From an optimization exercise on the open Yosys and OpenROAD flow, aimed at small area; shortcuts taken in it are not production practice.
RTL that was checked went through simulation tests only; none was proved equivalent to the original.
No activity file was given, so power comes from the tool's default toggle rates.

== v19 ==
## blinking_led
module blinking_led
   #(parameter W = 4)
   (
    input  logic clk,
    input  logic reset,
    input  logic cs,
    input  logic read,
    input  logic write,
    input  logic [4:0] addr,
    input  logic [31:0] wr_data,
    output logic [31:0] rd_data,
    output logic [W-1:0] led_out
   );
   logic        we;
   logic [26:0] tnew;
   assign we   = cs && write && (addr[4:2] == 3'd0);
   logic [26:0] x, y;
   assign x    = wr_data[26:0];
   assign tnew = y;
   logic s1;
   logic c2;
   logic s3;
   logic c4;
   logic s5;
   logic c6;
   logic s7;
   logic c8;
   logic s9;
   logic c10;
   logic s11;
   logic c12;
   logic s13;
   logic c14;
   logic s15;
   logic c16;
   logic s17;
   logic c18;
   logic s19;
   logic c20;
   logic s21;
   logic c22;
   logic s23;
   logic c24;
   logic s25;
   logic c26;
   logic s27;
   logic c28;
   logic s29;
   logic c30;
   logic s31;
   logic c32;
   logic s33;
   logic c34;
   logic s35;
   logic c36;
   logic s37;
  ...
clock: 10.0 ns
lec_check: 0
cap_margin: 20
core_margin: 2
core_utilization: 40
slew_margin: 20
standard.sh (not shown) runs the stock make flow with config.mk's settings and CLKGATE_MAP_FILE= SYNTH_SCRIPT=/design/flow/synth_recipe.tcl, a recipe that flattens the netlist after the stock synthesis.
==> flow/flow/run.sh <==
#!/bin/bash
# Own layout flow: the standard flow with the standard synthesis unchanged, plus
#  - polopt.py: after synthesis, the full adders' polarities are chosen so that fewer
#    inverters sit between them (same logic function, same registers);
#  - the port buffers made of the smallest buffer cell (buf_1) instead of the flow's pick;
#  - tiemerge.tcl: after global placement, one tie cell drives all the constant-0 output
#    ports instead of one tie cell per port;
#  - the clock tree built from clkbuf_16 in clusters of up to 25 sinks, without dummy loads.
# Each tool's output goes to a log file of its own in this folder.
set -euo pipefail
R="$PWD/orfs/results/$FLOW_PLATFORM/blinking_led/base"
ARGS=(
  "BUFFER_PORTS_ARGS=-buffer_cell sky130_fd_sc_hd__buf_1"
  "CTS_ARGS=-sink_clustering_enable -repair_clock_nets -sink_clustering_size 25 -sink_clustering_max_diameter 100 -buf_list sky130_fd_sc_hd__clkbuf_16 -dont_use_dummy_load"
)
bash standard.sh "$R/1_2_yosys.v" > make_synth.log 2>&1
cp "$R/1_2_yosys.v" "$R/1_2_yosys_standard.v"
python3 flow/polopt.py "$R/1_2_yosys_standard.v" "$R/1_2_yosys.v" > polopt.log 2>&1
bash standard.sh "${ARGS[@]}" "$R/3_3_place_gp.odb" > make_place.log 2>&1
TIE_DB="$R/3_3_place_gp.odb" openroad -no_init -exit flow/tiemerge.tcl > tiemerge.log 2>&1
bash standard.sh "${ARGS[@]}" finish > make_finish.log 2>&1
Other scripts of this flow, unchanged in this note and not shown: flow/flow/polopt.py, flow/flow/tiemerge.tcl
The following lists how v15 was set up differently from v19:
-- flow/design.v --
<<< v19, line 273
   logic p212;
   logic q213;
   logic p214;
   logic q215;
   logic p216;
   logic q217;
   logic p218;
   logic q219;
   assign s1 = x[10] ^ x[8];
   assign c2 = x[10] & x[8];
>>> v15, line 273
   logic p212;
   logic q213;
   assign s1 = x[10] ^ x[8];
   assign c2 = x[10] & x[8];
<<< v19, line 469
   assign s189 = s139 ^ c138 ^ c188;
   assign c190 = (s139 & c138) | (s139 & c188) | (c138 & c188);
   assign s191 = s141 ^ c140;
   assign c192 = s141 & c140;
   assign s193 = s143 ^ c142 ^ c192;
   assign c194 = (s143 & c142) | (s143 & c192) | (c142 & c192);
   assign s195 = s145 ^ c144 ^ c194;
   assign c196 = (s145 & c144) | (s145 & c194) | (c144 & c194);
   assign s197 = s147 ^ c146 ^ c196;
   assign c198 = (s147 & c146) | (s147 & c196) | (c146 & c196);
   assign s199 = s149 ^ c148 ^ c198;
   assign c200 = (s149 & c148) | (s149 & c198) | (c148 & c198);
>>> v15, line 463
   assign s189 = s139 ^ c138 ^ c188;
   assign c190 = (s139 & c138) | (s139 & c188) | (c138 & c188);
   assign s191 = s141 ^ c140 ^ c190;
   assign c192 = (s141 & c140) | (s141 & c190) | (c140 & c190);
   assign s193 = s143 ^ c142 ^ c192;
   assign c194 = (s143 & c142) | (s143 & c192) | (c142 & c192);
   assign s195 = s145 ^ c144 ^ c194;
   assign c196 = (s145 & c144) | (s145 & c194) | (c144 & c194);
   assign s197 = s147 ^ c146;
   assign c198 = s147 & c146;
   assign s199 = s149 ^ c148 ^ c198;
   assign c200 = (s149 & c148) | (s149 & c198) | (c148 & c198);
<<< v19, line 485
   assign s205 = s155 ^ c154 ^ c204;
   assign c206 = (s155 & c154) | (s155 & c204) | (c154 & c204);
   assign y[19] = s191 ^ c190;
   assign q207 = c190 & s191;
   assign y[20] = s193 ^ q207;
   assign p208 = s191 & s193;
   assign q209 = c190 & p208;
   assign y[21] = s195 ^ q209;
   assign p210 = p208 & s195;
   assign q211 = c190 & p210;
   assign y[22] = s197 ^ q211;
   assign p212 = p210 & s197;
   assign q213 = c190 & p212;
   assign y[23] = s199 ^ q213;
   assign p214 = p212 & s199;
   assign q215 = c190 & p214;
   assign y[24] = s201 ^ q215;
   assign p216 = p214 & s201;
   assign q217 = c190 & p216;
   assign y[25] = s203 ^ q217;
   assign p218 = p216 & s203;
   assign q219 = c190 & p218;
   assign y[26] = s205 ^ q219;
   assign y[0] = x[0];
   assign y[1] = x[1];
>>> v15, line 479
   assign s205 = s155 ^ c154 ^ c204;
   assign c206 = (s155 & c154) | (s155 & c204) | (c154 & c204);
   assign y[22] = s197 ^ c196;
   assign q207 = c196 & s197;
   assign y[23] = s199 ^ q207;
   assign p208 = s197 & s199;
   assign q209 = c196 & p208;
   assign y[24] = s201 ^ q209;
   assign p210 = p208 & s201;
   assign q211 = c196 & p210;
   assign y[25] = s203 ^ q211;
   assign p212 = p210 & s203;
   assign q213 = c196 & p212;
   assign y[26] = s205 ^ q213;
   assign y[0] = x[0];
   assign y[1] = x[1];
<<< v19, line 525
   assign y[17] = s187;
   assign y[18] = s189;
   assign rd_data = 32'd0;
   genvar i;
>>> v15, line 510
   assign y[17] = s187;
   assign y[18] = s189;
   assign y[19] = s191;
   assign y[20] = s193;
   assign y[21] = s195;
   assign rd_data = 32'd0;
   genvar i;
Findings:
v15 ended with every stage complete and zero timing, DRC or antenna violations. v15 vs v19: clock share of power up. The minimum clock period after layout in v15 sits 0.046 ns below the value recorded for v19. From v19 to v15 the numbers moved as follows: sum of routed wire segments on met1 increased about 5.4%; overall power shows an increase of about 4%. Comparing combinational share of power for v19 and v15, the smaller number came from v19. Diff v19 -> v15 | power density over cell area | increase of 2.1%. Measured against each other, v19 and v15 differ in measured slew at the worst slew-check pin, the higher figure coming from v15.
For v15, only the layout was checked, not whether the RTL still works.


== run a ==
Starting RTL as in the previous note.
export LEC_CHECK = 0
export CAP_MARGIN = 20
export CORE_MARGIN = 2
export CORE_UTILIZATION = 40
export SLEW_MARGIN = 20
create_clock -name core_clock -period 10.0 [get_ports {clk}]
==> flow/flow/run.sh <==
#!/bin/bash
# Own layout flow: the standard flow with the standard synthesis unchanged, plus
#  - polopt.py: after synthesis, the full adders' polarities are chosen so that fewer
#    inverters sit between them (same logic function, same registers);
#  - cntopt.py: the counters' half adder + clear gate per bit rebuilt as xnor/xor + nor2 with
#    the carry chain in alternating polarity (same logic function, same registers);
#  - the port buffers made of the smallest buffer cell (buf_1) instead of the flow's pick;
#  - tiemerge.tcl: after global placement, one tie cell drives all the constant-0 output
#    ports instead of one tie cell per port;
#  - the clock tree built from clkbuf_16 in clusters of up to 25 sinks, with clkbuf_2 above
#    them, without dummy loads.
# Each tool's output goes to a log file of its own in this folder.
set -euo pipefail
R="$PWD/orfs/results/$FLOW_PLATFORM/blinking_led/base"
ARGS=(
  "BUFFER_PORTS_ARGS=-buffer_cell sky130_fd_sc_hd__buf_1"
  "CTS_ARGS=-sink_clustering_enable -repair_clock_nets -sink_clustering_size 28 -sink_clustering_max_diameter 110 -buf_list sky130_fd_sc_hd__clkbuf_16 -root_buf sky130_fd_sc_hd__clkbuf_2 -tree_buf sky130_fd_sc_hd__clkbuf_2 -dont_use_dummy_load"
)
bash standard.sh "$R/1_2_yosys.v" > make_synth.log 2>&1
cp "$R/1_2_yosys.v" "$R/1_2_yosys_standard.v"
python3 flow/polopt.py "$R/1_2_yosys_standard.v" "$R/1_2_yosys_polopt.v" > polopt.log 2>&1
python3 flow/cntopt.py "$R/1_2_yosys_polopt.v" "$R/1_2_yosys.v" > cntopt.log 2>&1
bash standard.sh "${ARGS[@]}" "$R/3_3_place_gp.odb" > make_place.log 2>&1
TIE_DB="$R/3_3_place_gp.odb" openroad -no_init -exit flow/tiemerge.tcl > tiemerge.log 2>&1
bash standard.sh "${ARGS[@]}" finish > make_finish.log 2>&1
Other scripts of this flow, unchanged in this note and not shown: flow/flow/cntopt.py, flow/flow/polopt.py, flow/flow/tiemerge.tcl
### run a -> run b
--- a/flow/design.v
+++ b/flow/design.v
@@ -265,28 +265,24 @@
    logic c204;
    logic s205;
    logic c206;
    logic q207;
    logic p208;
    logic q209;
    logic p210;
    logic q211;
    logic p212;
    logic q213;
    logic p214;
    logic q215;
-   logic p216;
-   logic q217;
-   logic p218;
-   logic q219;
    assign s1 = x[10] ^ x[8];
    assign c2 = x[10] & x[8];
    assign s3 = x[11] ^ x[9] ^ x[7];
    assign c4 = (x[11] & x[9]) | (x[11] & x[7]) | (x[9] & x[7]);
    assign s5 = x[6] ^ x[1];
    assign c6 = x[6] & x[1];
    assign s7 = x[12] ^ x[10] ^ x[8];
    assign c8 = (x[12] & x[10]) | (x[12] & x[8]) | (x[10] & x[8]);
    assign s9 = x[7] ^ x[2] ^ x[1];
    assign c10 = (x[7] & x[2]) | (x[7] & x[1]) | (x[2] & x[1]);
    assign s11 = x[13] ^ x[11] ^ x[9];
    assign c12 = (x[13] & x[11]) | (x[13] & x[9]) | (x[11] & x[9]);
@@ -459,77 +455,73 @@
    assign s179 = s129 ^ c128 ^ c178;
    assign c180 = (s129 & c128) | (s129 & c178) | (c128 & c178);
    assign s181 = s131 ^ c130 ^ c180;
    assign c182 = (s131 & c130) | (s131 & c180) | (c130 & c180);
    assign s183 = s133 ^ c132 ^ c182;
    assign c184 = (s133 & c132) | (s133 & c182) | (c132 & c182);
    assign s185 = s135 ^ c134 ^ c184;
    assign c186 = (s135 & c134) | (s135 & c184) | (c134 & c184);
    assign s187 = s137 ^ c136 ^ c186;
    assign c188 = (s137 & c136) | (s137 & c186) | (c136 & c186);
    assign s189 = s139 ^ c138 ^ c188;
    assign c190 = (s139 & c138) | (s139 & c188) | (c138 & c188);
-   assign s191 = s141 ^ c140;
-   assign c192 = s141 & c140;
+   assign s191 = s141 ^ c140 ^ c190;
+   assign c192 = (s141 & c140) | (s141 & c190) | (c140 & c190);
    assign s193 = s143 ^ c142 ^ c192;
    assign c194 = (s143 & c142) | (s143 & c192) | (c142 & c192);
-   assign s195 = s145 ^ c144 ^ c194;
-   assign c196 = (s145 & c144) | (s145 & c194) | (c144 & c194);
+   assign s195 = s145 ^ c144;
+   assign c196 = s145 & c144;
    assign s197 = s147 ^ c146 ^ c196;
    assign c198 = (s147 & c146) | (s147 & c196) | (c146 & c196);
    assign s199 = s149 ^ c148 ^ c198;
    assign c200 = (s149 & c148) | (s149 & c198) | (c148 & c198);
    assign s201 = s151 ^ c150 ^ c200;
    assign c202 = (s151 & c150) | (s151 & c200) | (c150 & c200);
    assign s203 = s153 ^ c152 ^ c202;
    assign c204 = (s153 & c152) | (s153 & c202) | (c152 & c202);
    assign s205 = s155 ^ c154 ^ c204;
    assign c206 = (s155 & c154) | (s155 & c204) | (c154 & c204);
-   assign y[19] = s191 ^ c190;
-   assign q207 = c190 & s191;
-   assign y[20] = s193 ^ q207;
-   assign p208 = s191 & s193;
-   assign q209 = c190 & p208;
-   assign y[21] = s195 ^ q209;
-   assign p210 = p208 & s195;
-   assign q211 = c190 & p210;
-   assign y[22] = s197 ^ q211;
-   assign p212 = p210 & s197;
-   assign q213 = c190 & p212;
-   assign y[23] = s199 ^ q213;
-   assign p214 = p212 & s199;
-   assign q215 = c190 & p214;
-   assign y[24] = s201 ^ q215;
-   assign p216 = p214 & s201;
-   assign q217 = c190 & p216;
-   assign y[25] = s203 ^ q217;
-   assign p218 = p216 & s203;
-   assign q219 = c190 & p218;
-   assign y[26] = s205 ^ q219;
+   assign y[21] = s195 ^ c194;
+   assign q207 = c194 & s195;
+   assign y[22] = s197 ^ q207;
+   assign p208 = s195 & s197;
+   assign q209 = c194 & p208;
+   assign y[23] = s199 ^ q209;
+   assign p210 = p208 & s199;
+   assign q211 = c194 & p210;
+   assign y[24] = s201 ^ q211;
+   assign p212 = p210 & s201;
+   assign q213 = c194 & p212;
+   assign y[25] = s203 ^ q213;
+   assign p214 = p212 & s203;
+   assign q215 = c194 & p214;
+   assign y[26] = s205 ^ q215;
    assign y[0] = x[0];
    assign y[1] = x[1];
    assign y[2] = s157;
    assign y[3] = s159;
    assign y[4] = s161;
    assign y[5] = s163;
    assign y[6] = s165;
    assign y[7] = s167;
    assign y[8] = s169;
    assign y[9] = s171;
    assign y[10] = s173;
    assign y[11] = s175;
    assign y[12] = s177;
    assign y[13] = s179;
    assign y[14] = s181;
    assign y[15] = s183;
    assign y[16] = s185;
    assign y[17] = s187;
    assign y[18] = s189;
+   assign y[19] = s191;
+   assign y[20] = s193;
    assign rd_data = 32'd0;
    genvar i;
    generate
       for (i = 0; i < W; i++) begin : g_led
          blinking led_i (.clk(clk), .reset(reset), .we(we && addr[1:0] == i),
                          .tnew(tnew), .led(led_out[i]));
       end
    endgenerate
 endmodule
Results
Sort run a and run b by number of non-clock inverters in the layout asc -> top: run a
Looking at first-pass GRT wire length across run a and run b, the one that comes out lower is run a.
Compared to run a, run b reaches a lower achievable clock.
Status: clock slew at the register clock pins of the worst setup and hold paths parity (run a, run b)
On detailed-router iteration count before antenna repair, run a and run b are basically level.
Run b against run a; detail-routed net length per standard cell is up by a few percent.
Looking at run a and run b, the post-CTS setup buffer count is a wash.
Slew of the pin with the lowest slew margin in run b is 0.027 ns above run a.
Run b — total length of routed met3 wires 24% higher, run a as reference
Fraction of power consumed by combinational cells for run b is higher than for run a.
Diff run a -> run b | portion of total power attributed to sequential cells | decrease of 0.7 points
Against run a, run b comes in 1 lower on non-clock buffer count.
In terms of final area, run b and run a differ only marginally.


blinking_led with an RTL version that a note above also has.
Size: ~78 I/O pins.
Settings: LEC_CHECK=0, CAP_MARGIN=20, CORE_MARGIN=2, CORE_UTILIZATION=40, SLEW_MARGIN=20; clock period 10.0 ns.
==> flow/flow/run.sh <==
#!/bin/bash
# Own layout flow: the standard flow with the standard synthesis unchanged, plus
#  - polopt.py: after synthesis, the full adders' polarities are chosen so that fewer
#    inverters sit between them (same logic function, same registers);
#  - the port buffers made of the smallest buffer cell (buf_1) instead of the flow's pick;
#  - tiemerge.tcl: after global placement, one tie cell drives all the constant-0 output
#    ports instead of one tie cell per port;
#  - the clock tree built from clkbuf_16 in clusters of up to 25 sinks, without dummy loads.
# Each tool's output goes to a log file of its own in this folder.
set -euo pipefail
R="$PWD/orfs/results/$FLOW_PLATFORM/blinking_led/base"
ARGS=(
  "BUFFER_PORTS_ARGS=-buffer_cell sky130_fd_sc_hd__buf_1"
  "CTS_ARGS=-sink_clustering_enable -repair_clock_nets -sink_clustering_size 25 -sink_clustering_max_diameter 100 -buf_list sky130_fd_sc_hd__clkbuf_16 -root_buf sky130_fd_sc_hd__clkbuf_4 -tree_buf sky130_fd_sc_hd__clkbuf_4 -dont_use_dummy_load"
)
bash standard.sh "$R/1_2_yosys.v" > make_synth.log 2>&1
cp "$R/1_2_yosys.v" "$R/1_2_yosys_standard.v"
python3 flow/polopt.py "$R/1_2_yosys_standard.v" "$R/1_2_yosys.v" > polopt.log 2>&1
bash standard.sh "${ARGS[@]}" "$R/3_3_place_gp.odb" > make_place.log 2>&1
TIE_DB="$R/3_3_place_gp.odb" openroad -no_init -exit flow/tiemerge.tcl > tiemerge.log 2>&1
bash standard.sh "${ARGS[@]}" finish > make_finish.log 2>&1
Other scripts of this flow, unchanged in this note and not shown: flow/flow/polopt.py, flow/flow/tiemerge.tcl
Edit:
--- a/flow/design.v
+++ b/flow/design.v
@@ -266,22 +266,26 @@
    logic s205;
    logic c206;
    logic q207;
    logic p208;
    logic q209;
    logic p210;
    logic q211;
    logic p212;
    logic q213;
    logic p214;
    logic q215;
+   logic p216;
+   logic q217;
+   logic p218;
+   logic q219;
    assign s1 = x[10] ^ x[8];
    assign c2 = x[10] & x[8];
    assign s3 = x[11] ^ x[9] ^ x[7];
    assign c4 = (x[11] & x[9]) | (x[11] & x[7]) | (x[9] & x[7]);
    assign s5 = x[6] ^ x[1];
    assign c6 = x[6] & x[1];
    assign s7 = x[12] ^ x[10] ^ x[8];
    assign c8 = (x[12] & x[10]) | (x[12] & x[8]) | (x[10] & x[8]);
    assign s9 = x[7] ^ x[2] ^ x[1];
    assign c10 = (x[7] & x[2]) | (x[7] & x[1]) | (x[2] & x[1]);
    assign s11 = x[13] ^ x[11] ^ x[9];
@@ -456,72 +460,76 @@
    assign c180 = (s129 & c128) | (s129 & c178) | (c128 & c178);
    assign s181 = s131 ^ c130 ^ c180;
    assign c182 = (s131 & c130) | (s131 & c180) | (c130 & c180);
    assign s183 = s133 ^ c132 ^ c182;
    assign c184 = (s133 & c132) | (s133 & c182) | (c132 & c182);
    assign s185 = s135 ^ c134 ^ c184;
    assign c186 = (s135 & c134) | (s135 & c184) | (c134 & c184);
    assign s187 = s137 ^ c136 ^ c186;
    assign c188 = (s137 & c136) | (s137 & c186) | (c136 & c186);
    assign s189 = s139 ^ c138 ^ c188;
    assign c190 = (s139 & c138) | (s139 & c188) | (c138 & c188);
-   assign s191 = s141 ^ c140 ^ c190;
-   assign c192 = (s141 & c140) | (s141 & c190) | (c140 & c190);
+   assign s191 = s141 ^ c140;
+   assign c192 = s141 & c140;
    assign s193 = s143 ^ c142 ^ c192;
    assign c194 = (s143 & c142) | (s143 & c192) | (c142 & c192);
-   assign s195 = s145 ^ c144;
-   assign c196 = s145 & c144;
+   assign s195 = s145 ^ c144 ^ c194;
+   assign c196 = (s145 & c144) | (s145 & c194) | (c144 & c194);
    assign s197 = s147 ^ c146 ^ c196;
    assign c198 = (s147 & c146) | (s147 & c196) | (c146 & c196);
    assign s199 = s149 ^ c148 ^ c198;
    assign c200 = (s149 & c148) | (s149 & c198) | (c148 & c198);
    assign s201 = s151 ^ c150 ^ c200;
    assign c202 = (s151 & c150) | (s151 & c200) | (c150 & c200);
    assign s203 = s153 ^ c152 ^ c202;
    assign c204 = (s153 & c152) | (s153 & c202) | (c152 & c202);
    assign s205 = s155 ^ c154 ^ c204;
    assign c206 = (s155 & c154) | (s155 & c204) | (c154 & c204);
-   assign y[21] = s195 ^ c194;
-   assign q207 = c194 & s195;
-   assign y[22] = s197 ^ q207;
-   assign p208 = s195 & s197;
-   assign q209 = c194 & p208;
-   assign y[23] = s199 ^ q209;
-   assign p210 = p208 & s199;
-   assign q211 = c194 & p210;
-   assign y[24] = s201 ^ q211;
-   assign p212 = p210 & s201;
-   assign q213 = c194 & p212;
-   assign y[25] = s203 ^ q213;
-   assign p214 = p212 & s203;
-   assign q215 = c194 & p214;
-   assign y[26] = s205 ^ q215;
+   assign y[19] = s191 ^ c190;
+   assign q207 = c190 & s191;
+   assign y[20] = s193 ^ q207;
+   assign p208 = s191 & s193;
+   assign q209 = c190 & p208;
+   assign y[21] = s195 ^ q209;
+   assign p210 = p208 & s195;
+   assign q211 = c190 & p210;
+   assign y[22] = s197 ^ q211;
+   assign p212 = p210 & s197;
+   assign q213 = c190 & p212;
+   assign y[23] = s199 ^ q213;
+   assign p214 = p212 & s199;
+   assign q215 = c190 & p214;
+   assign y[24] = s201 ^ q215;
+   assign p216 = p214 & s201;
+   assign q217 = c190 & p216;
+   assign y[25] = s203 ^ q217;
+   assign p218 = p216 & s203;
+   assign q219 = c190 & p218;
+   assign y[26] = s205 ^ q219;
    assign y[0] = x[0];
    assign y[1] = x[1];
    assign y[2] = s157;
    assign y[3] = s159;
    assign y[4] = s161;
    assign y[5] = s163;
    assign y[6] = s165;
    assign y[7] = s167;
    assign y[8] = s169;
    assign y[9] = s171;
    assign y[10] = s173;
    assign y[11] = s175;
    assign y[12] = s177;
    assign y[13] = s179;
    assign y[14] = s181;
    assign y[15] = s183;
    assign y[16] = s185;
    assign y[17] = s187;
    assign y[18] = s189;
-   assign y[19] = s191;
-   assign y[20] = s193;
    assign rd_data = 32'd0;
    genvar i;
    generate
       for (i = 0; i < W; i++) begin : g_led
          blinking led_i (.clk(clk), .reset(reset), .we(we && addr[1:0] == i),
                          .tnew(tnew), .led(led_out[i]));
       end
    endgenerate
 endmodule
The new run went through all stages and came out clean.
Worst setup slack gets worse by 20 ps.
Final area hardly moves.
Critical path depth goes up by 1.
Utilization hardly moves.
Non-clock buffer count does not change.
Power shrinks by a few percent.
Cell count is higher slightly.
Clock power goes down by a few percent.
Die area increases slightly.
Fmax stays flat.
First-iteration DRC count goes down by a little under a tenth.
Sequential cell count does not change.

re-timing with driven ports:
How much do the figures lean on ideal ports? The routed layouts below were timed once more, with nothing changed but the port constraints. Step 1 assumes that a clkbuf_16 drives the clock port and a buf_2 every other input. Step 2 also shifts input and output timing later by t, the mid clock arrival at the registers, as if the neighbouring blocks saw the same clock. Slacks: no drivers / after step 1 / after step 2; pairs: no drivers / after step 1.
run	t (ns)	setup WS [ns]	worst setup path after step 2	clock arrival spread, ns	worst data-port slew with drivers (ns)
v19	0.508	0.295 / 0.323 / -0.185	input to register	0.018 / 0.018	0.03
v15	0.505	0.341 / 0.361 / -0.144	input to register	0.033 / 0.034	0.08
run a	0.748	0.405 / 0.425 / -0.323	input to register	0.112 / 0.113	0.04
run b	0.744	0.355 / 0.374 / -0.369	input to register	0.097 / 0.097	0.11
the first run of note 3	0.669	0.333 / 0.359 / -0.310	input to register	0.105 / 0.106	0.04
the second run of note 3	0.646	0.313 / 0.334 / -0.312	input to register	0.030 / 0.030	0.03
With both steps, setup timing fails in every run listed, where it was met with ideal ports. The setup slack of run a, which loses most, moves by +0.020 ns with the drivers and by -0.728 ns with both steps.
